Source: an optimization exercise on an open RTL-to-GDS flow (aim: small area and a short achievable clock period). Production flows keep margins and buffers that such runs may drop. Function was not checked in any run shown here: the RTL went through the layout flow alone. Power figures rest on the tool's default switching activity, not on a simulated workload.

$ cat flow/flow/run.sh
#!/bin/bash
# Layout flow: the standard ORFS flow (standard.sh, with the standard
# synthesis unchanged), except that the port buffers that global placement
# puts on every input and output are sky130_fd_sc_hd__buf_1 instead of the
# delay buffer buffer_ports picks by default. Every port still gets its own
# buffer. The make output goes to standard.log in the work folder; ORFS keeps
# each step's log under orfs/logs/.
set -euo pipefail
bash standard.sh "BUFFER_PORTS_ARGS=-buffer_cell sky130_fd_sc_hd__buf_1" finish > standard.log 2>&1
$ cat flow/standard.sh
#!/bin/bash
# synth_recipe.tcl (not shown) runs the flow's synth.tcl, then flattens the netlist and writes it again
# the make line also repeats each setting of config.mk as NAME=value (left out here)
make -C /OpenROAD-flow-scripts/flow DESIGN_CONFIG=/design/flow/config.mk WORK_HOME=/design/flow/orfs CLKGATE_MAP_FILE= SYNTH_SCRIPT=/design/flow/synth_recipe.tcl "${@:-finish}"
$ cat flow/config.mk
export PLATFORM = sky130hd
export DESIGN_NAME = alu
export DESIGN_NICKNAME = alu
export VERILOG_FILES = /design/flow/design.v
export SDC_FILE = /design/flow/constraint.sdc
export NUM_CORES = 4
export LEC_CHECK = 0
export ABC_AREA = 1
export CAP_MARGIN = 20
export CORE_MARGIN = 2
export CORE_UTILIZATION = 40
export CTS_BUF_LIST = sky130_fd_sc_hd__clkbuf_8
export SETUP_SLACK_MARGIN = 2.0
export SLEW_MARGIN = 20
$ cat flow/constraint.sdc
create_clock -name core_clock -period 4.6 [get_ports {clk}]
set_input_delay 0.9200 -clock core_clock [delete_from_list [all_inputs] [get_ports {clk}]]
set_output_delay 0.9200 -clock core_clock [all_outputs]
set_load 0.01 [all_outputs]
$ cat flow/design.v
module alu(
  input   wire  [63:0]    in1       ,
  input   wire  [63:0]    in2       ,
  input   wire  [2:0]     op        ,
  input   wire            in_valid  ,
  output  wire            in_ready  ,
  output  wire  [63:0]    res       ,
  output  reg             out_valid ,
  input   wire            out_ready ,
  input   wire            clk       ,
  input   wire            rstn      
);
  wire sub   = op[0] & ~op[1];
  wire addop = ~op[2] & ~op[1];           
  wire andor = op[2] & op[1];             
  wire keepp = ~op[2] | (op[1] & op[0]);  
  wire [63:0] b = in2 ^ {64{sub}};
  wire [63:0] p = in1 ^ b;    
  wire [63:0] g = in1 & b;    
  wire [63:0] ci;
  wire [15:0] bg;         
  wire [15:0] bp;         
  assign ci[0] = sub;
  assign ci[1] = g[0] | (p[0] & ci[0]);
  assign ci[2] = g[1] | (p[1] & ci[1]);
  assign ci[3] = g[2] | (p[2] & ci[2]);
  assign bg[0] = g[3] | (p[3] & ci[3]);
  assign bp[0] = &p[3:0];
  assign ci[4] = 1'b0;
  assign ci[5] = g[4] | (p[4] & ci[4]);
  assign ci[6] = g[5] | (p[5] & ci[5]);
  assign ci[7] = g[6] | (p[6] & ci[6]);
  assign bg[1] = g[7] | (p[7] & ci[7]);
  assign bp[1] = &p[7:4];
  assign ci[8] = 1'b0;
  assign ci[9] = g[8] | (p[8] & ci[8]);
  assign ci[10] = g[9] | (p[9] & ci[9]);
  assign ci[11] = g[10] | (p[10] & ci[10]);
  assign bg[2] = g[11] | (p[11] & ci[11]);
  assign bp[2] = &p[11:8];
  assign ci[12] = 1'b0;
  assign ci[13] = g[12] | (p[12] & ci[12]);
  assign ci[14] = g[13] | (p[13] & ci[13]);
  assign ci[15] = g[14] | (p[14] & ci[14]);
  assign bg[3] = g[15] | (p[15] & ci[15]);
  assign bp[3] = &p[15:12];
  assign ci[16] = 1'b0;
  assign ci[17] = g[16] | (p[16] & ci[16]);
  assign ci[18] = g[17] | (p[17] & ci[17]);
  assign ci[19] = g[18] | (p[18] & ci[18]);
  assign bg[4] = g[19] | (p[19] & ci[19]);
  assign bp[4] = &p[19:16];
  assign ci[20] = 1'b0;
  assign ci[21] = g[20] | (p[20] & ci[20]);
  assign ci[22] = g[21] | (p[21] & ci[21]);
  assign ci[23] = g[22] | (p[22] & ci[22]);
  assign bg[5] = g[23] | (p[23] & ci[23]);
  assign bp[5] = &p[23:20];
  assign ci[24] = 1'b0;
  assign ci[25] = g[24] | (p[24] & ci[24]);
  assign ci[26] = g[25] | (p[25] & ci[25]);
  assign ci[27] = g[26] | (p[26] & ci[26]);
  assign bg[6] = g[27] | (p[27] & ci[27]);
  assign bp[6] = &p[27:24];
  assign ci[28] = 1'b0;
  assign ci[29] = g[28] | (p[28] & ci[28]);
  assign ci[30] = g[29] | (p[29] & ci[29]);
  assign ci[31] = g[30] | (p[30] & ci[30]);
  assign bg[7] = g[31] | (p[31] & ci[31]);
  assign bp[7] = &p[31:28];
  assign ci[32] = 1'b0;
  assign ci[33] = g[32] | (p[32] & ci[32]);
  assign ci[34] = g[33] | (p[33] & ci[33]);
  assign ci[35] = g[34] | (p[34] & ci[34]);
  assign bg[8] = g[35] | (p[35] & ci[35]);
  assign bp[8] = &p[35:32];
  assign ci[36] = 1'b0;
  assign ci[37] = g[36] | (p[36] & ci[36]);
  assign ci[38] = g[37] | (p[37] & ci[37]);
  assign ci[39] = g[38] | (p[38] & ci[38]);
  assign bg[9] = g[39] | (p[39] & ci[39]);
  assign bp[9] = &p[39:36];
  assign ci[40] = 1'b0;
  assign ci[41] = g[40] | (p[40] & ci[40]);
  assign ci[42] = g[41] | (p[41] & ci[41]);
  assign ci[43] = g[42] | (p[42] & ci[42]);
  assign bg[10] = g[43] | (p[43] & ci[43]);
  assign bp[10] = &p[43:40];
  assign ci[44] = 1'b0;
  assign ci[45] = g[44] | (p[44] & ci[44]);
  assign ci[46] = g[45] | (p[45] & ci[45]);
  assign ci[47] = g[46] | (p[46] & ci[46]);
  assign bg[11] = g[47] | (p[47] & ci[47]);
  assign bp[11] = &p[47:44];
  assign ci[48] = 1'b0;
  assign ci[49] = g[48] | (p[48] & ci[48]);
  assign ci[50] = g[49] | (p[49] & ci[49]);
  assign ci[51] = g[50] | (p[50] & ci[50]);
  assign bg[12] = g[51] | (p[51] & ci[51]);
  assign bp[12] = &p[51:48];
  assign ci[52] = 1'b0;
  assign ci[53] = g[52] | (p[52] & ci[52]);
  assign ci[54] = g[53] | (p[53] & ci[53]);
  assign ci[55] = g[54] | (p[54] & ci[54]);
  assign bg[13] = g[55] | (p[55] & ci[55]);
  assign bp[13] = &p[55:52];
  assign ci[56] = 1'b0;
  assign ci[57] = g[56] | (p[56] & ci[56]);
  assign ci[58] = g[57] | (p[57] & ci[57]);
  assign ci[59] = g[58] | (p[58] & ci[58]);
  assign bg[14] = g[59] | (p[59] & ci[59]);
  assign bp[14] = &p[59:56];
  assign ci[60] = 1'b0;
  assign ci[61] = g[60] | (p[60] & ci[60]);
  assign ci[62] = g[61] | (p[61] & ci[61]);
  assign ci[63] = g[62] | (p[62] & ci[62]);
  assign bg[15] = g[63] | (p[63] & ci[63]);
  assign bp[15] = &p[63:60];
  wire tg0_1 = bg[1] | (bp[1] & bg[0]);
  wire tg0_3 = bg[3] | (bp[3] & bg[2]);
  wire tp0_3 = bp[3] & bp[2];
  wire tg0_5 = bg[5] | (bp[5] & bg[4]);
  wire tp0_5 = bp[5] & bp[4];
  wire tg0_7 = bg[7] | (bp[7] & bg[6]);
  wire tp0_7 = bp[7] & bp[6];
  wire tg0_9 = bg[9] | (bp[9] & bg[8]);
  wire tp0_9 = bp[9] & bp[8];
  wire tg0_11 = bg[11] | (bp[11] & bg[10]);
  wire tp0_11 = bp[11] & bp[10];
  wire tg0_13 = bg[13] | (bp[13] & bg[12]);
  wire tp0_13 = bp[13] & bp[12];
  wire tg0_15 = bg[15] | (bp[15] & bg[14]);
  wire tp0_15 = bp[15] & bp[14];
  wire tg1_2 = bg[2] | (bp[2] & tg0_1);
  wire tg1_3 = tg0_3 | (tp0_3 & tg0_1);
  wire tg1_6 = bg[6] | (bp[6] & tg0_5);
  wire tp1_6 = bp[6] & tp0_5;
  wire tg1_7 = tg0_7 | (tp0_7 & tg0_5);
  wire tp1_7 = tp0_7 & tp0_5;
  wire tg1_10 = bg[10] | (bp[10] & tg0_9);
  wire tp1_10 = bp[10] & tp0_9;
  wire tg1_11 = tg0_11 | (tp0_11 & tg0_9);
  wire tp1_11 = tp0_11 & tp0_9;
  wire tg1_14 = bg[14] | (bp[14] & tg0_13);
  wire tp1_14 = bp[14] & tp0_13;
  wire tg1_15 = tg0_15 | (tp0_15 & tg0_13);
  wire tp1_15 = tp0_15 & tp0_13;
  wire tg2_4 = bg[4] | (bp[4] & tg1_3);
  wire tg2_5 = tg0_5 | (tp0_5 & tg1_3);
  wire tg2_6 = tg1_6 | (tp1_6 & tg1_3);
  wire tg2_7 = tg1_7 | (tp1_7 & tg1_3);
  wire tg2_12 = bg[12] | (bp[12] & tg1_11);
  wire tp2_12 = bp[12] & tp1_11;
  wire tg2_13 = tg0_13 | (tp0_13 & tg1_11);
  wire tp2_13 = tp0_13 & tp1_11;
  wire tg2_14 = tg1_14 | (tp1_14 & tg1_11);
  wire tp2_14 = tp1_14 & tp1_11;
  wire tg2_15 = tg1_15 | (tp1_15 & tg1_11);
  wire tp2_15 = tp1_15 & tp1_11;
  wire tg3_8 = bg[8] | (bp[8] & tg2_7);
  wire tg3_9 = tg0_9 | (tp0_9 & tg2_7);
  wire tg3_10 = tg1_10 | (tp1_10 & tg2_7);
  wire tg3_11 = tg1_11 | (tp1_11 & tg2_7);
  wire tg3_12 = tg2_12 | (tp2_12 & tg2_7);
  wire tg3_13 = tg2_13 | (tp2_13 & tg2_7);
  wire tg3_14 = tg2_14 | (tp2_14 & tg2_7);
  wire tg3_15 = tg2_15 | (tp2_15 & tg2_7);
  wire [15:1] cb;
  assign cb[1] = bg[0];
  assign cb[2] = tg0_1;
  assign cb[3] = tg1_2;
  assign cb[4] = tg1_3;
  assign cb[5] = tg2_4;
  assign cb[6] = tg2_5;
  assign cb[7] = tg2_6;
  assign cb[8] = tg2_7;
  assign cb[9] = tg3_8;
  assign cb[10] = tg3_9;
  assign cb[11] = tg3_10;
  assign cb[12] = tg3_11;
  assign cb[13] = tg3_12;
  assign cb[14] = tg3_13;
  assign cb[15] = tg3_14;
  wire [63:0] cf;   
  assign cf[3:0] = ci[3:0];
  assign cf[7:4] = ci[7:4];
  assign cf[11:8] = ci[11:8];
  assign cf[15:12] = ci[15:12];
  assign cf[19:16] = ci[19:16];
  assign cf[23:20] = ci[23:20];
  assign cf[27:24] = ci[27:24];
  assign cf[31:28] = ci[31:28];
  assign cf[35:32] = ci[35:32];
  assign cf[39:36] = ci[39:36];
  assign cf[43:40] = ci[43:40];
  assign cf[47:44] = ci[47:44];
  assign cf[51:48] = ci[51:48];
  assign cf[55:52] = ci[55:52];
  assign cf[59:56] = ci[59:56];
  assign cf[63:60] = ci[63:60];
  wire [63:0] part = (p & {64{keepp}}) ^ ((cf & {64{addop}}) | (g & {64{andor}}));
  assign in_ready = ~(out_valid & ~out_ready);
  wire load = in_valid & in_ready;
  reg [63:0] part_q;           
  reg [15:1] cb_q;           
  reg addop_q;                 
  always @(posedge clk) begin
    if (load) begin
      part_q <= part;
      cb_q   <= cb[15:1];
      addop_q <= addop;
    end
  end
  always @(posedge clk) begin
    out_valid <= rstn & (in_valid | ~in_ready);
  end
  wire [63:0] inc;
  wire [15:1] cbm = cb_q & {15{addop_q}};   
  assign inc[0] = 1'b0;
  assign inc[1] = 1'b0;
  assign inc[2] = 1'b0;
  assign inc[3] = 1'b0;
  assign inc[4] = cbm[1];
  assign inc[5] = cbm[1] & (&part_q[4:4]);
  assign inc[6] = cbm[1] & (&part_q[5:4]);
  assign inc[7] = cbm[1] & (&part_q[6:4]);
  assign inc[8] = cbm[2];
  assign inc[9] = cbm[2] & (&part_q[8:8]);
  assign inc[10] = cbm[2] & (&part_q[9:8]);
  assign inc[11] = cbm[2] & (&part_q[10:8]);
  assign inc[12] = cbm[3];
  assign inc[13] = cbm[3] & (&part_q[12:12]);
  assign inc[14] = cbm[3] & (&part_q[13:12]);
  assign inc[15] = cbm[3] & (&part_q[14:12]);
  assign inc[16] = cbm[4];
  assign inc[17] = cbm[4] & (&part_q[16:16]);
  assign inc[18] = cbm[4] & (&part_q[17:16]);
  assign inc[19] = cbm[4] & (&part_q[18:16]);
  assign inc[20] = cbm[5];
  assign inc[21] = cbm[5] & (&part_q[20:20]);
  assign inc[22] = cbm[5] & (&part_q[21:20]);
  assign inc[23] = cbm[5] & (&part_q[22:20]);
  assign inc[24] = cbm[6];
  assign inc[25] = cbm[6] & (&part_q[24:24]);
  assign inc[26] = cbm[6] & (&part_q[25:24]);
  assign inc[27] = cbm[6] & (&part_q[26:24]);
  assign inc[28] = cbm[7];
  assign inc[29] = cbm[7] & (&part_q[28:28]);
  assign inc[30] = cbm[7] & (&part_q[29:28]);
  assign inc[31] = cbm[7] & (&part_q[30:28]);
  assign inc[32] = cbm[8];
  assign inc[33] = cbm[8] & (&part_q[32:32]);
  assign inc[34] = cbm[8] & (&part_q[33:32]);
  assign inc[35] = cbm[8] & (&part_q[34:32]);
  assign inc[36] = cbm[9];
  assign inc[37] = cbm[9] & (&part_q[36:36]);
  assign inc[38] = cbm[9] & (&part_q[37:36]);
  assign inc[39] = cbm[9] & (&part_q[38:36]);
  assign inc[40] = cbm[10];
  assign inc[41] = cbm[10] & (&part_q[40:40]);
  assign inc[42] = cbm[10] & (&part_q[41:40]);
  assign inc[43] = cbm[10] & (&part_q[42:40]);
  assign inc[44] = cbm[11];
  assign inc[45] = cbm[11] & (&part_q[44:44]);
  assign inc[46] = cbm[11] & (&part_q[45:44]);
  assign inc[47] = cbm[11] & (&part_q[46:44]);
  assign inc[48] = cbm[12];
  assign inc[49] = cbm[12] & (&part_q[48:48]);
  assign inc[50] = cbm[12] & (&part_q[49:48]);
  assign inc[51] = cbm[12] & (&part_q[50:48]);
  assign inc[52] = cbm[13];
  assign inc[53] = cbm[13] & (&part_q[52:52]);
  assign inc[54] = cbm[13] & (&part_q[53:52]);
  assign inc[55] = cbm[13] & (&part_q[54:52]);
  assign inc[56] = cbm[14];
  assign inc[57] = cbm[14] & (&part_q[56:56]);
  assign inc[58] = cbm[14] & (&part_q[57:56]);
  assign inc[59] = cbm[14] & (&part_q[58:56]);
  assign inc[60] = cbm[15];
  assign inc[61] = cbm[15] & (&part_q[60:60]);
  assign inc[62] = cbm[15] & (&part_q[61:60]);
  assign inc[63] = cbm[15] & (&part_q[62:60]);
  assign res = part_q ^ inc;
endmodule
==> reports/results.tsv, run 1 <==
stage	metric	value	unit
logic_synthesis	Avg Synthesized Cell Area	8.84	sq um
drt	vias per cell	4.77	
drt	First DRT Iteration DRCs	278	
placement	Detail Placement HPWL	12600	um
placement	Place WS	0.777	ns
clock_network	CTS clk-pin slew, worst paths	0.09	ns
drt	drt drc	0	
logic_synthesis	Synth warnings	1	
finish	fillers	1581	
timing	Setup violations, final	0	
floorplan	row count	48	
logic_synthesis	sequential area share after synthesis	35.0	%
timing	worst slew margin relative to its limit	29.2	%
logic_synthesis	Post-synth EDFFs	80	
power_and_ir_drop	Sw Pwr	0.870	mW
timing	Tightest Pin Transition	1.06	ns
power_and_ir_drop	static leakage	3.79	nW
power_and_ir_drop	Switching Share	35.7	%
worst_hold_path	hold crit path type	reg2reg	
finish	most frequent cells in the layout	buf_1 (173), nand2_1 (167), xnor2_1 (103), edfxtp_1 (80), ha_1 (73)	
power_and_ir_drop	Comb power frac	40.0	%
finish	ANT cells	0	
setup_path	startpoint types	input port	
logic_synthesis	Synth Flop Type	edfxtp_1	
floorplan	Ports	201	
placement	Port Buffers	200	
status	status	no timing/DRC/antenna violations	
drt	Routed WL	18700	um
drt	post-route ant nets	0	
placement	routability cong.	0.833	
timing	max-slew violation count	0	
finish	area grow syn2layout	29.5	%
power_and_ir_drop	peak supply drop	0.000144	V
run	maxcap violations	0	
timing	Clock Skews	0.00666	ns
global_route	largest net degree at the start of global routing	81	
floorplan	Die W	136	um
logic_synthesis	number of synthesized register bits	81	
finish	commonest non-fill, non-tap cell in the layout	buf_1	
power_and_ir_drop	clock power share	19.3	%
setup_path	crit path capture type	register	
power_and_ir_drop	Flop pwr share	40.7	%
setup_path	Required @ worst endpoint	4.73	ns
timing	final setup TNS	0	ns
setup_path	critical path arrival	2.80	ns
timing	crit path time final	2.66	ns
setup_path	Crit Path Max Fanout	10	
global_route	antenna violations before repair	0	
logic_synthesis	Synth area leader	edfxtp_1	
drt	DR pass1 iterations	6	
floorplan	die height	136	um
clock_network	CTS sink count	81	
drt	wire per inst	15.1	um
global_route	first-pass GRT wire length	28700	um
power_and_ir_drop	cell internal pwr	1.57	mW
power_and_ir_drop	P per Cell Area	272	mW/mm^2
logic_synthesis	synthesized cell area	0.00693	sq mm
clock_network	CTS Buffer Depth	2	
logic_synthesis	largest cells by area after synthesis	edfxtp_1 (35%), xnor2_1 (14%), ha_1 (14%)	
global_route	Total Routing Usage GR	20.4	%
clock_network	CTS tree	done	
logic_synthesis	Mapped Nets	998	
logic_synthesis	Cells after Synth	784	
logic_synthesis	share of the synthesized area in the top cell type	34.7	%
global_route	vias in the first global route	5756	
clock_network	root buffer selected by CTS	clkbuf_8	
clock_network	CTS buffer count	9	
finish	nets	1224	
clock_network	Clock Latency Late Sink	0.37	ns
setup_path	Crit Path Category	in2reg	
timing	Hold Fails Final Rpt	0	
timing	post-route clock period utilization	57.9	%
finish	fraction of layout cells with a size suffix above 1	18.1	%
clock_network	cts hold-fix bufs	0	
logic_synthesis	Distinct cells, synth	27	
timing	PnR worst setup slack	1.94	ns
floorplan	Initial Util	40.5	%
clock_network	number of H-tree levels	3	
timing	fmax	375	MHz
global_route	GR Overflow Total	0	
logic_synthesis	async set or reset register ratio after synthesis	0	%
timing	RSZ-0062 raised after global routing	true	
floorplan	Core Area	0.0171	sq mm
drt	Vias	5918	
floorplan	die area	0.0184	sq mm
-- path summary, 6_finish.rpt --
path / start / end / slack, ns / depth (start not counted)
hold / removal: out_valid / out_valid / 0.56 / 2
hold reg to reg: out_valid / out_valid / 0.56 / 2
setup / recovery: op[1] / cb_q[15] / 1.94 / 15
setup reg to reg: out_valid / part_q[53] / 2.90 / 2
-- synth_stat cells, drive strengths merged (2+ instances only) --
cell type,n
xor2,59
a22oi,14
nand2,202
o21ai,26
buf,11
nor4,2
nor2,29
o22ai,13
ha,79
edfxtp,80
a21oi,28
clkbuf,17
inv,77
nand3,5
xnor2,113
nand4,13
a22o,10
-- registers in the layout, indices dropped and copies added, names as in the netlist --
register / cells
cb_q: 15
part_q: 64
addop_q: 1
out_valid: 1
-- area by class of cell --
type / instances / area [sq um] / area share (%)
inverters: 77 / 317 / 3.53
flip-flops and latches: 81 / 2420 / 27.0
well taps: 225 / 282 / 3.14
multi-input cells: 600 / 4550 / 50.7
clock inverters: 7 / 38.8 / 0.432
repair buffers: 241 / 1240 / 13.8
clock buffers: 9 / 124 / 1.38
-- layer usage --
metal	up-vias	track usage (%)	part of all wire (%)
met4	0	8.04	2.1
li1	3048	-	-
met3	28	4.45	6.7
met2	165	35.3	49
met1	2677	24.5	42
met5	-	0	0
-- power groups by stage --
| stage | Sequential, mW | Clock [mW] | Combinational [mW] |
|---|---|---|---|
| floorplan | 0.994 | 0 | 0.596 |
| global placement | 1.01 | 0 | 0.815 |
| detailed placement | 1.01 | 0 | 0.823 |
| CTS | 0.988 | 0.484 | 0.923 |
| global route | 1.00 | 0.502 | 1.09 |
| finish | 0.991 | 0.470 | 0.975 |
-- timing repair --
action	4_1_cts	5_1_grt
gates resized for setup	62	93
hold endpoints to repair	0	0
gates cloned	5	0
pin swaps	33	32
endpoints found under the setup margin	115	52
buffers inserted	26	6
-- metrics by stage --
step / instance area, sq um / util, % / hold slack (ns) / cells / total power [mW]
after floorplan: 7000 / - / 0.628 / 784 / 1.59
after global placement: 7950 / 46.5 / 0.540 / 1187 / 1.82
after detailed placement: 7950 / 46.5 / 0.551 / 1187 / 1.83
after CTS: 8660 / 50.6 / 0.564 / 1234 / 2.39
after global routing: 8970 / 52.4 / 0.615 / 1240 / 2.59
final: 8970 / 52.4 / 0.564 / 1240 / 2.44
-- logic make-up (layout without fill, tap and decap cells) --
logic type               after synthesis  count (layout)  synth area share, %
AO/OA/AOI/OAI                         94              94                 8.16
flip-flops                            81              81                 35.0
AND/OR/NAND/NOR                      253             255                 14.9
XOR/XNOR                             172             172                 21.7
adder cells (fa/ha/maj)               79              79                 14.3
buffers and inverters                105             334                 6.03
-- critical path: stages --
cell	delay (ns)
buf_12	0.11
inv_12	0.06
nand2_8	0.08
buf_12	0.15
buf_16	0.16
xnor2_1	0.13
ha_1	0.32
a21oi_2	0.19
o21ai_1	0.11
a21oi_1	0.18
nand2_1	0.09
nand2_1	0.06
nand2_1	0.07
a21oi_2	0.11
nand2_1	0.05
==> inputs of run 2 (changes only) <==
--- a/flow/design.v
+++ b/flow/design.v
@@ -200,7 +200,7 @@
   assign cf[63:60] = ci[63:60];
   wire [63:0] part = (p & {64{keepp}}) ^ ((cf & {64{addop}}) | (g & {64{andor}}));
   assign in_ready = ~(out_valid & ~out_ready);
-  wire load = in_valid & in_ready;
+  wire load = in_ready;
   reg [63:0] part_q;           
   reg [15:1] cb_q;           
   reg addop_q;                 
==> reports/results.tsv, run 2 <==
stage	metric	value	unit
timing	max-slew violation count	0	
logic_synthesis	Post-synth EDFFs	80	
logic_synthesis	Synth Flop Type	edfxtp_1	
floorplan	Core Area	0.0171	sq mm
logic_synthesis	Avg Synthesized Cell Area	8.84	sq um
placement	Detail Placement HPWL	12700	um
clock_network	root buffer selected by CTS	clkbuf_8	
finish	top flop regs	part_q x64, cb_q x15	
global_route	Total Routing Usage GR	20.2	%
timing	Setup violations, final	0	
timing	Tightest Pin Transition	0.892	ns
global_route	GR Overflow Total	0	
drt	DR pass1 iterations	5	
timing	worst slew margin relative to its limit	40.4	%
status	status	no timing/DRC/antenna violations	
finish	Reg with most FFs	part_q	
logic_synthesis	async set or reset register ratio after synthesis	0	%
power_and_ir_drop	post-layout total power	2.69	mW
placement	Place WS	0.862	ns
power_and_ir_drop	peak supply drop	0.000133	V
drt	vias per cell	4.83	
timing	fmax	371	MHz
worst_hold_path	hold crit path type	reg2reg	
timing	post-route clock period utilization	58.7	%
floorplan	die height	136	um
setup_path	Crit Path Category	in2reg	
global_route	largest net degree at the start of global routing	64	
global_route	Top Usage Layer GRT	met2	
placement	dpl cells	1186	
drt	Vias	6010	
finish	nets	1228	
logic_synthesis	largest cells by area after synthesis	edfxtp_1 (35%), xnor2_1 (14%), ha_1 (14%)	
finish	commonest non-fill, non-tap cell in the layout	buf_1	
finish	area grow syn2layout	35.7	%
global_route	antenna violations before repair	3	
drt	First DRT Iteration DRCs	249	
finish	most frequent cells in the layout	buf_1 (164), nand2_1 (163), xnor2_1 (101), edfxtp_1 (80), inv_1 (65)	
setup_path	Cell Chain, Critical Path	buf_12 -> inv_12 -> nand2_8 -> buf_16 -> buf_12 -> buf_12 -> xnor2_1 -> ha_2 -> nand4_1 -> nor2_1 -> nand2_1 -> nor3_2 -> nand2_2 -> nand2_1	
clock_network	Clock Latency Late Sink	0.37	ns
logic_synthesis	Synth warnings	1	
clock_network	CTS buffer count	9	
floorplan	row count	48	
placement	routability cong.	0.788	
logic_synthesis	Synth area leader	edfxtp_1	
run	maxcap violations	0	
timing	Clock Skews	0.0100	ns
logic_synthesis	top post-synthesis cells by count	nand2_1 (193), xnor2_1 (113), edfxtp_1 (80)	
placement	Port Buffers	200	
clock_network	CTS Buffer Depth	2	
global_route	first-pass GRT wire length	28500	um
floorplan	die area	0.0184	sq mm
timing	final setup TNS	0	ns
setup_path	Crit Path Max Fanout	6	
clock_network	cts hold-fix bufs	0	
drt	wire per inst	15.3	um
drt	post-route ant nets	0	
floorplan	Initial Util	40.5	%
timing	crit path time final	2.70	ns
floorplan	Ports	201	
power_and_ir_drop	P per Cell Area	287	mW/mm^2
logic_synthesis	Distinct cells, synth	27	
logic_synthesis	most frequent cell after synthesis	nand2_1	
logic_synthesis	sequential area share after synthesis	35.0	%
setup_path	Slowest-stage cell, CP	ha_2	
floorplan	Die W	136	um
clock_network	CTS tree	done	
finish	fraction of layout cells with a size suffix above 1	23.0	%
clock_network	CTS clk-pin slew, worst paths	0.09	ns
global_route	GR Util met3	3.74	%
power_and_ir_drop	static leakage	4.02	nW
global_route	vias in the first global route	5733	
setup_path	Required @ worst endpoint	4.85	ns
logic_synthesis	Mapped Nets	997	
finish	max FFs per register	64	
timing	Hold Worst Slack	0.731	ns
timing	RSZ-0062 raised after global routing	true	
clock_network	number of H-tree levels	3	
setup_path	CP most frequent cell	buf_12	
setup_path	critical path arrival	2.95	ns
global_route	met1 global-route usage	24.8	%
logic_synthesis	synthesized cell area	0.00693	sq mm
clock_network	CTS sink count	81	
drt	Routed WL	19100	um
finish	Non-Filler Instances	1245	
timing	Hold Fails Final Rpt	0	
setup_path	startpoint types	input port	
setup_path	CP max stage delay	0.33	ns
drt	drt drc	0	
logic_synthesis	share of the synthesized area in the top cell type	34.7	%
logic_synthesis	Cells after Synth	783	
timing	PnR worst setup slack	1.90	ns
logic_synthesis	number of synthesized register bits	81	
global_route	met2 Track Usage GR	35.7	%
setup_path	crit path capture type	register	
run 2: cell types whose count changed in the layout (fill, tap and decap cells not counted), sizes merged:
| cell | previous run | this run |
|---|---|---|
| nand2 | 204 | 203 |
| a21oi | 28 | 27 |
| buf | 225 | 235 |
| clkinv | 5 | 6 |
| clkbuf | 24 | 20 |
| clkinvlp | 1 | 0 |
| diode | 0 | 1 |
run 2: worst max-delay path, delay by kind of cell:
family / cells / cell delay [ns]
simple gates: 7 / 0.97
buf+inv: 5 / 0.59
fa+ha+maj: 1 / 0.33
xor+xnor: 1 / 0.12
run 2: final cells by class:
type                       instances  area [sq um]
fill                            1584          7720
multi-input combinational        598          4840
sequential                        81          2420
timing repair buffer             247          1390
inverter                          77           307
tap                              225           282
clock buffer                       9           124
clock inverter                     7          28.8
antenna                            1          2.50
run 2: per-layer routing:
metal  share of wire, %  wire [um]
met5               0.14         27
met4                1.9        367
met3                5.8       1110
met2                 50       9560
met1                 42       8010
run 2: through the flow:
step	cell area (sq um)	utilization (%)
after floorplan	6980	-
after global placement	7930	46.3
after detailed placement	7930	46.3
after CTS	8680	50.7
after global routing	9390	54.9
final	9400	54.9
run 2: worst paths after layout:
kind | to | cells past startpoint | from | slack [ns]
worst min-delay path | part_q[38] | 1 | out_valid | 0.73
worst max-delay path | cb_q[15] | 14 | op[1] | 1.90
worst min register to register | part_q[38] | 1 | out_valid | 0.73
worst max register to register | part_q[11] | 2 | out_valid | 2.90
run 2: kinds of logic after synthesis:
group                    synth area share [%]
XOR/XNOR                                 21.8
adder cells (fa/ha/maj)                  14.3
AO/OA/AOI/OAI                            8.09
flip-flops                               35.0
AND/OR/NAND/NOR                          14.9
buffers and inverters                    6.03
run 2: timing repair:
| item | in CTS | in global routing |
|---|---|---|
| buffers inserted | 32 | 5 |
| pin swaps | 37 | 63 |
| gates cloned | 4 | 1 |
| resized for setup | 64 | 187 |
| endpoints found under the setup margin | 121 | 58 |
run 2: power by group:
| group | total (mW) | internal (mW) | switching [mW] | leakage (nW) |
|---|---|---|---|---|
| clock network | 0.455 | 0.185 | 0.270 | 0.0841 |
| logic | 1.14 | 0.521 | 0.618 | 3.06 |
| registers | 1.10 | 0.994 | 0.104 | 0.873 |
| total | 2.69 | 1.70 | 0.992 | 4.02 |
==> inputs of run 3 (changes only) <==
--- a/flow/design.v
+++ b/flow/design.v
@@ -117,53 +117,87 @@
   assign bg[15] = g[63] | (p[63] & ci[63]);
   assign bp[15] = &p[63:60];
   wire tg0_1 = bg[1] | (bp[1] & bg[0]);
+  wire tg0_2 = bg[2] | (bp[2] & bg[1]);
+  wire tp0_2 = bp[2] & bp[1];
   wire tg0_3 = bg[3] | (bp[3] & bg[2]);
   wire tp0_3 = bp[3] & bp[2];
+  wire tg0_4 = bg[4] | (bp[4] & bg[3]);
+  wire tp0_4 = bp[4] & bp[3];
   wire tg0_5 = bg[5] | (bp[5] & bg[4]);
   wire tp0_5 = bp[5] & bp[4];
+  wire tg0_6 = bg[6] | (bp[6] & bg[5]);
+  wire tp0_6 = bp[6] & bp[5];
   wire tg0_7 = bg[7] | (bp[7] & bg[6]);
   wire tp0_7 = bp[7] & bp[6];
+  wire tg0_8 = bg[8] | (bp[8] & bg[7]);
+  wire tp0_8 = bp[8] & bp[7];
   wire tg0_9 = bg[9] | (bp[9] & bg[8]);
   wire tp0_9 = bp[9] & bp[8];
+  wire tg0_10 = bg[10] | (bp[10] & bg[9]);
+  wire tp0_10 = bp[10] & bp[9];
   wire tg0_11 = bg[11] | (bp[11] & bg[10]);
   wire tp0_11 = bp[11] & bp[10];
+  wire tg0_12 = bg[12] | (bp[12] & bg[11]);
+  wire tp0_12 = bp[12] & bp[11];
   wire tg0_13 = bg[13] | (bp[13] & bg[12]);
   wire tp0_13 = bp[13] & bp[12];
+  wire tg0_14 = bg[14] | (bp[14] & bg[13]);
+  wire tp0_14 = bp[14] & bp[13];
   wire tg0_15 = bg[15] | (bp[15] & bg[14]);
   wire tp0_15 = bp[15] & bp[14];
-  wire tg1_2 = bg[2] | (bp[2] & tg0_1);
+  wire tg1_2 = tg0_2 | (tp0_2 & bg[0]);
   wire tg1_3 = tg0_3 | (tp0_3 & tg0_1);
-  wire tg1_6 = bg[6] | (bp[6] & tg0_5);
-  wire tp1_6 = bp[6] & tp0_5;
+  wire tg1_4 = tg0_4 | (tp0_4 & tg0_2);
+  wire tp1_4 = tp0_4 & tp0_2;
+  wire tg1_5 = tg0_5 | (tp0_5 & tg0_3);
+  wire tp1_5 = tp0_5 & tp0_3;
+  wire tg1_6 = tg0_6 | (tp0_6 & tg0_4);
+  wire tp1_6 = tp0_6 & tp0_4;
   wire tg1_7 = tg0_7 | (tp0_7 & tg0_5);
   wire tp1_7 = tp0_7 & tp0_5;
-  wire tg1_10 = bg[10] | (bp[10] & tg0_9);
-  wire tp1_10 = bp[10] & tp0_9;
+  wire tg1_8 = tg0_8 | (tp0_8 & tg0_6);
+  wire tp1_8 = tp0_8 & tp0_6;
+  wire tg1_9 = tg0_9 | (tp0_9 & tg0_7);
+  wire tp1_9 = tp0_9 & tp0_7;
+  wire tg1_10 = tg0_10 | (tp0_10 & tg0_8);
+  wire tp1_10 = tp0_10 & tp0_8;
   wire tg1_11 = tg0_11 | (tp0_11 & tg0_9);
   wire tp1_11 = tp0_11 & tp0_9;
-  wire tg1_14 = bg[14] | (bp[14] & tg0_13);
-  wire tp1_14 = bp[14] & tp0_13;
+  wire tg1_12 = tg0_12 | (tp0_12 & tg0_10);
+  wire tp1_12 = tp0_12 & tp0_10;
+  wire tg1_13 = tg0_13 | (tp0_13 & tg0_11);
+  wire tp1_13 = tp0_13 & tp0_11;
+  wire tg1_14 = tg0_14 | (tp0_14 & tg0_12);
+  wire tp1_14 = tp0_14 & tp0_12;
   wire tg1_15 = tg0_15 | (tp0_15 & tg0_13);
   wire tp1_15 = tp0_15 & tp0_13;
-  wire tg2_4 = bg[4] | (bp[4] & tg1_3);
-  wire tg2_5 = tg0_5 | (tp0_5 & tg1_3);
-  wire tg2_6 = tg1_6 | (tp1_6 & tg1_3);
+  wire tg2_4 = tg1_4 | (tp1_4 & bg[0]);
+  wire tg2_5 = tg1_5 | (tp1_5 & tg0_1);
+  wire tg2_6 = tg1_6 | (tp1_6 & tg1_2);
   wire tg2_7 = tg1_7 | (tp1_7 & tg1_3);
-  wire tg2_12 = bg[12] | (bp[12] & tg1_11);
-  wire tp2_12 = bp[12] & tp1_11;
-  wire tg2_13 = tg0_13 | (tp0_13 & tg1_11);
-  wire tp2_13 = tp0_13 & tp1_11;
-  wire tg2_14 = tg1_14 | (tp1_14 & tg1_11);
-  wire tp2_14 = tp1_14 & tp1_11;
+  wire tg2_8 = tg1_8 | (tp1_8 & tg1_4);
+  wire tp2_8 = tp1_8 & tp1_4;
+  wire tg2_9 = tg1_9 | (tp1_9 & tg1_5);
+  wire tp2_9 = tp1_9 & tp1_5;
+  wire tg2_10 = tg1_10 | (tp1_10 & tg1_6);
+  wire tp2_10 = tp1_10 & tp1_6;
+  wire tg2_11 = tg1_11 | (tp1_11 & tg1_7);
+  wire tp2_11 = tp1_11 & tp1_7;
+  wire tg2_12 = tg1_12 | (tp1_12 & tg1_8);
+  wire tp2_12 = tp1_12 & tp1_8;
+  wire tg2_13 = tg1_13 | (tp1_13 & tg1_9);
+  wire tp2_13 = tp1_13 & tp1_9;
+  wire tg2_14 = tg1_14 | (tp1_14 & tg1_10);
+  wire tp2_14 = tp1_14 & tp1_10;
   wire tg2_15 = tg1_15 | (tp1_15 & tg1_11);
   wire tp2_15 = tp1_15 & tp1_11;
-  wire tg3_8 = bg[8] | (bp[8] & tg2_7);
-  wire tg3_9 = tg0_9 | (tp0_9 & tg2_7);
-  wire tg3_10 = tg1_10 | (tp1_10 & tg2_7);
-  wire tg3_11 = tg1_11 | (tp1_11 & tg2_7);
-  wire tg3_12 = tg2_12 | (tp2_12 & tg2_7);
-  wire tg3_13 = tg2_13 | (tp2_13 & tg2_7);
-  wire tg3_14 = tg2_14 | (tp2_14 & tg2_7);
+  wire tg3_8 = tg2_8 | (tp2_8 & bg[0]);
+  wire tg3_9 = tg2_9 | (tp2_9 & tg0_1);
+  wire tg3_10 = tg2_10 | (tp2_10 & tg1_2);
+  wire tg3_11 = tg2_11 | (tp2_11 & tg1_3);
+  wire tg3_12 = tg2_12 | (tp2_12 & tg2_4);
+  wire tg3_13 = tg2_13 | (tp2_13 & tg2_5);
+  wire tg3_14 = tg2_14 | (tp2_14 & tg2_6);
   wire tg3_15 = tg2_15 | (tp2_15 & tg2_7);
   wire [15:1] cb;
   assign cb[1] = bg[0];
@@ -200,7 +234,7 @@
   assign cf[63:60] = ci[63:60];
   wire [63:0] part = (p & {64{keepp}}) ^ ((cf & {64{addop}}) | (g & {64{andor}}));
   assign in_ready = ~(out_valid & ~out_ready);
-  wire load = in_ready;
+  wire load = in_valid & in_ready;
   reg [63:0] part_q;           
   reg [15:1] cb_q;           
   reg addop_q;                 
==> reports/results.tsv, run 3 <==
stage	metric	value	unit
logic_synthesis	Post-synth EDFFs	80	
clock_network	CTS buffer count	9	
power_and_ir_drop	Comb power frac	41.4	%
drt	Routed WL	18800	um
setup_path	Required @ worst endpoint	4.83	ns
drt	DR pass1 iterations	4	
setup_path	Crit Path Category	in2reg	
logic_synthesis	async set or reset register ratio after synthesis	0	%
timing	worst slew margin relative to its limit	44.8	%
finish	most frequent cells in the layout	nand2_1 (180), buf_1 (175), xnor2_1 (101), inv_1 (91), edfxtp_1 (80)	
finish	fraction of layout cells with a size suffix above 1	18.8	%
global_route	first-pass GRT wire length	28700	um
drt	wire per inst	14.4	um
logic_synthesis	synthesized cell area	0.00718	sq mm
drt	post-route ant nets	0	
clock_network	CTS Buffer Depth	2	
timing	Clock Skews	0.0101	ns
power_and_ir_drop	peak supply drop	0.000113	V
timing	PnR worst setup slack	1.95	ns
timing	fmax	378	MHz
power_and_ir_drop	Flop pwr share	40.3	%
power_and_ir_drop	Sw Pwr	0.876	mW
setup_path	Crit Path Max Fanout	8	
floorplan	row count	48	
finish	fillers	1669	
floorplan	Ports	201	
setup_path	R2R cell count	2	
logic_synthesis	Synth Flop Type	edfxtp_1	
setup_path	setup slack, reg-to-reg	2.71	ns
clock_network	root buffer selected by CTS	clkbuf_8	
global_route	largest net degree at the start of global routing	49	
floorplan	Initial Util	41.2	%
floorplan	Core Area	0.0174	sq mm
power_and_ir_drop	Switching Share	35.6	%
timing	Hold Fails Final Rpt	0	
setup_path	CP most frequent cell	nand2_1	
drt	drt drc	0	
logic_synthesis	Synth area leader	edfxtp_1	
logic_synthesis	Synth warnings	1	
logic_synthesis	Mapped Nets	1053	
global_route	antenna violations before repair	0	
clock_network	CTS clk-pin slew, worst paths	0.08	ns
timing	RSZ-0062 raised after global routing	true	
floorplan	die area	0.0190	sq mm
drt	First DRT Iteration DRCs	256	
power_and_ir_drop	cell internal pwr	1.58	mW
drt	Vias	6168	
finish	top flop regs	part_q x64, cb_q x15	
global_route	Total Routing Usage GR	19.7	%
logic_synthesis	top post-synthesis cells by count	nand2_1 (214), xnor2_1 (111), inv_1 (96)	
status	status	no timing/DRC/antenna violations	
timing	final setup TNS	0	ns
setup_path	Slowest-stage cell, CP	ha_1	
logic_synthesis	Cells after Synth	839	
worst_hold_path	Hold Crit Start	out_valid	
run	maxcap violations	0	
timing	Tightest Pin Transition	0.826	ns
finish	nets	1288	
power_and_ir_drop	post-layout total power	2.46	mW
timing	max-slew violation count	0	
setup_path	Worst path top cell family by delay	simple AND/OR/NAND/NOR gates	
logic_synthesis	share of the synthesized area in the top cell type	33.5	%
clock_network	CTS tree	done	
worst_hold_path	hold endpoint	out_valid	
placement	routability cong.	0.792	
global_route	vias in the first global route	5910	
timing	Hold Worst Slack	0.541	ns
worst_hold_path	hold crit path type	reg2reg	
finish	area grow syn2layout	29.7	%
finish	register area	0.00242	sq mm
finish	multi-input logic area	0.00469	sq mm
finish	Final Core Density	53.4	%
placement	Place WS	0.936	ns
logic_synthesis	most frequent cell after synthesis	nand2_1	
finish	Non-Filler Instances	1304	
setup_path	Buf+Inv Stages, Crit Path	5	
logic_synthesis	Distinct cells, synth	26	
worst_hold_path	hold depth	2	
finish	Reg with most FFs	part_q	
clock_network	cts hold-fix bufs	0	
placement	Detail Placement HPWL	13300	um
timing	crit path time final	2.65	ns
clock_network	CTS sink count	81	
placement	placement-stage cell area	0.00822	sq mm
logic_synthesis	Avg Synthesized Cell Area	8.55	sq um
finish	commonest non-fill, non-tap cell in the layout	nand2_1	
logic_synthesis	sequential area share after synthesis	33.8	%
setup_path	Worst R2R End	cb_q[11]	
clock_network	Clock Latency Late Sink	0.36	ns
finish	ANT cells	0	
placement	Port Buffers	200	
logic_synthesis	largest cells by area after synthesis	edfxtp_1 (33%), ha_1 (14%), xnor2_1 (14%)	
power_and_ir_drop	clock power share	18.3	%
drt	vias per cell	4.73	
floorplan	die height	138	um
setup_path	crit path capture type	register	
global_route	GR Overflow Total	0	
logic_synthesis	number of synthesized register bits	81	
setup_path	Cell Chain, Critical Path	buf_12 -> inv_12 -> nand2_8 -> buf_12 -> buf_16 -> xnor2_1 -> ha_1 -> nand4_1 -> nor2_2 -> inv_2 -> nor3_2 -> nand2_1 -> nand2_2 -> nand2_1 -> nand2_1	
setup_path	critical path arrival	2.88	ns
finish	max FFs per register	64	
floorplan	Die W	138	um
clock_network	number of H-tree levels	3	
timing	post-route clock period utilization	57.5	%
placement	dpl cells	1243	
setup_path	RR Startpoint	out_valid	
finish	Post-Layout Inst Area	0.00931	sq mm
power_and_ir_drop	static leakage	3.98	nW
setup_path	CP max stage delay	0.32	ns
timing	Setup violations, final	0	
power_and_ir_drop	P per Cell Area	264	mW/mm^2
setup_path	startpoint types	input port	
## run 3: cell types whose count changed after synthesis, moves of 3 or more
cell / previous run / this run
a22o_1: 10 / 14
buf_2: 7 / 19
clkbuf_1: 17 / 3
inv_1: 75 / 96
nand2_1: 193 / 214
nor2_1: 29 / 39
nor3_1: 1 / 4
o21ai_0: 26 / 20
## run 3: power groups by stage
stage               sequential (mW)  clock, mW  combinational [mW]
global route                   1.00      0.491                1.14
floorplan                     0.994          0               0.635
CTS                           0.987      0.468               0.951
detailed placement             1.01          0               0.866
finish                        0.991      0.449                1.02
global placement               1.00          0               0.860
## run 3: area by class of cell
| class | instances | share of cell area [%] |
|---|---|---|
| well taps | 225 | 3.03 |
| clock buffers | 9 | 1.33 |
| repair buffers | 250 | 14.6 |
| flip-flops and latches | 81 | 26.0 |
| clock inverters | 7 | 0.309 |
| inverters | 98 | 4.29 |
| multi-input cells | 634 | 50.4 |
## run 3: worst max path at each step
| stage | cells past startpoint | end | startpoint |
|---|---|---|---|
| 6_report | 15 | cb_q[11] | op[1] |
| 5_1_grt | 15 | cb_q[15] | op[1] |
| 4_1_cts | 17 | cb_q[13] | op[1] |
| 3_5_place_dp | 14 | cb_q[14] | op[1] |
| 3_3_place_gp | 14 | cb_q[13] | op[1] |
| 2_1_floorplan | 14 | cb_q[14] | op[1] |
## run 3: cell families after synthesis
| kind of cell | share of synthesized area, % |
|---|---|
| xor gates and xnor gates | 21.0 |
| and+or+nand+nor | 15.9 |
| DFF | 33.8 |
| adders and majority gates | 13.8 |
| buffers and inverters | 7.29 |
| AOI/OAI and AO/OA | 8.27 |
## run 3: repair_timing
action | 4_1_cts | 5_1_grt
cloned | 5 | 0
setup endpoints to repair | 107 | 46
resized for setup | 41 | 105
buffers inserted | 27 | 13
pin swaps | 29 | 47
## run 3: routing by layer
layer | track usage, % | wire length [um] | up-vias
met4 | 8.39 | 488 | 0
met3 | 2.70 | 985 | 27
met1 | 25.5 | 8220 | 2756
met5 | 0 | 0 | -
met2 | 32.9 | 9070 | 163
li1 | - | - | 3222
## run 3: worst min-delay path, cell delays in order (launching register included)
cell,delay [ns]
dfxtp_1,0.34
nand2_1,0.09
a21boi_0,0.07

==> static timing again, ports no longer ideal <==
The flow's constraints put no driver on any port. The routed layouts listed below were extracted and timed again, unchanged, in two steps.
Step 1, drivers: a clkbuf_16 drives clk and a buf_2 each remaining input, both assumed.
Step 2 moves the port delays by t, midway between the first and last clock arrival at a register: inputs arrive t later, outputs are due t later. That takes back most of the time a late clock gives input paths.
a / b / c = ideal ports / drivers / drivers and shift; a / b = the first two.
run	shift t [ns]	setup WS [ns]	hold slack, ns	worst setup path at the end	slew at the worst register clock pin (ns)
run 1	0.407	1.935 / 1.903 / 1.496	0.564 / 0.564 / 0.564	input to register	0.09 / 0.09
run 2	0.407	1.902 / 1.865 / 1.488	0.731 / 0.731 / 0.731	input to register	0.09 / 0.09
run 3	0.394	1.953 / 1.929 / 1.535	0.541 / 0.541 / 0.541	input to register	0.09 / 0.09
After both steps setup and hold are still met in every run listed. The setup slack of run 1, which loses most, moves by -0.032 ns with the drivers and by -0.439 ns with both steps.
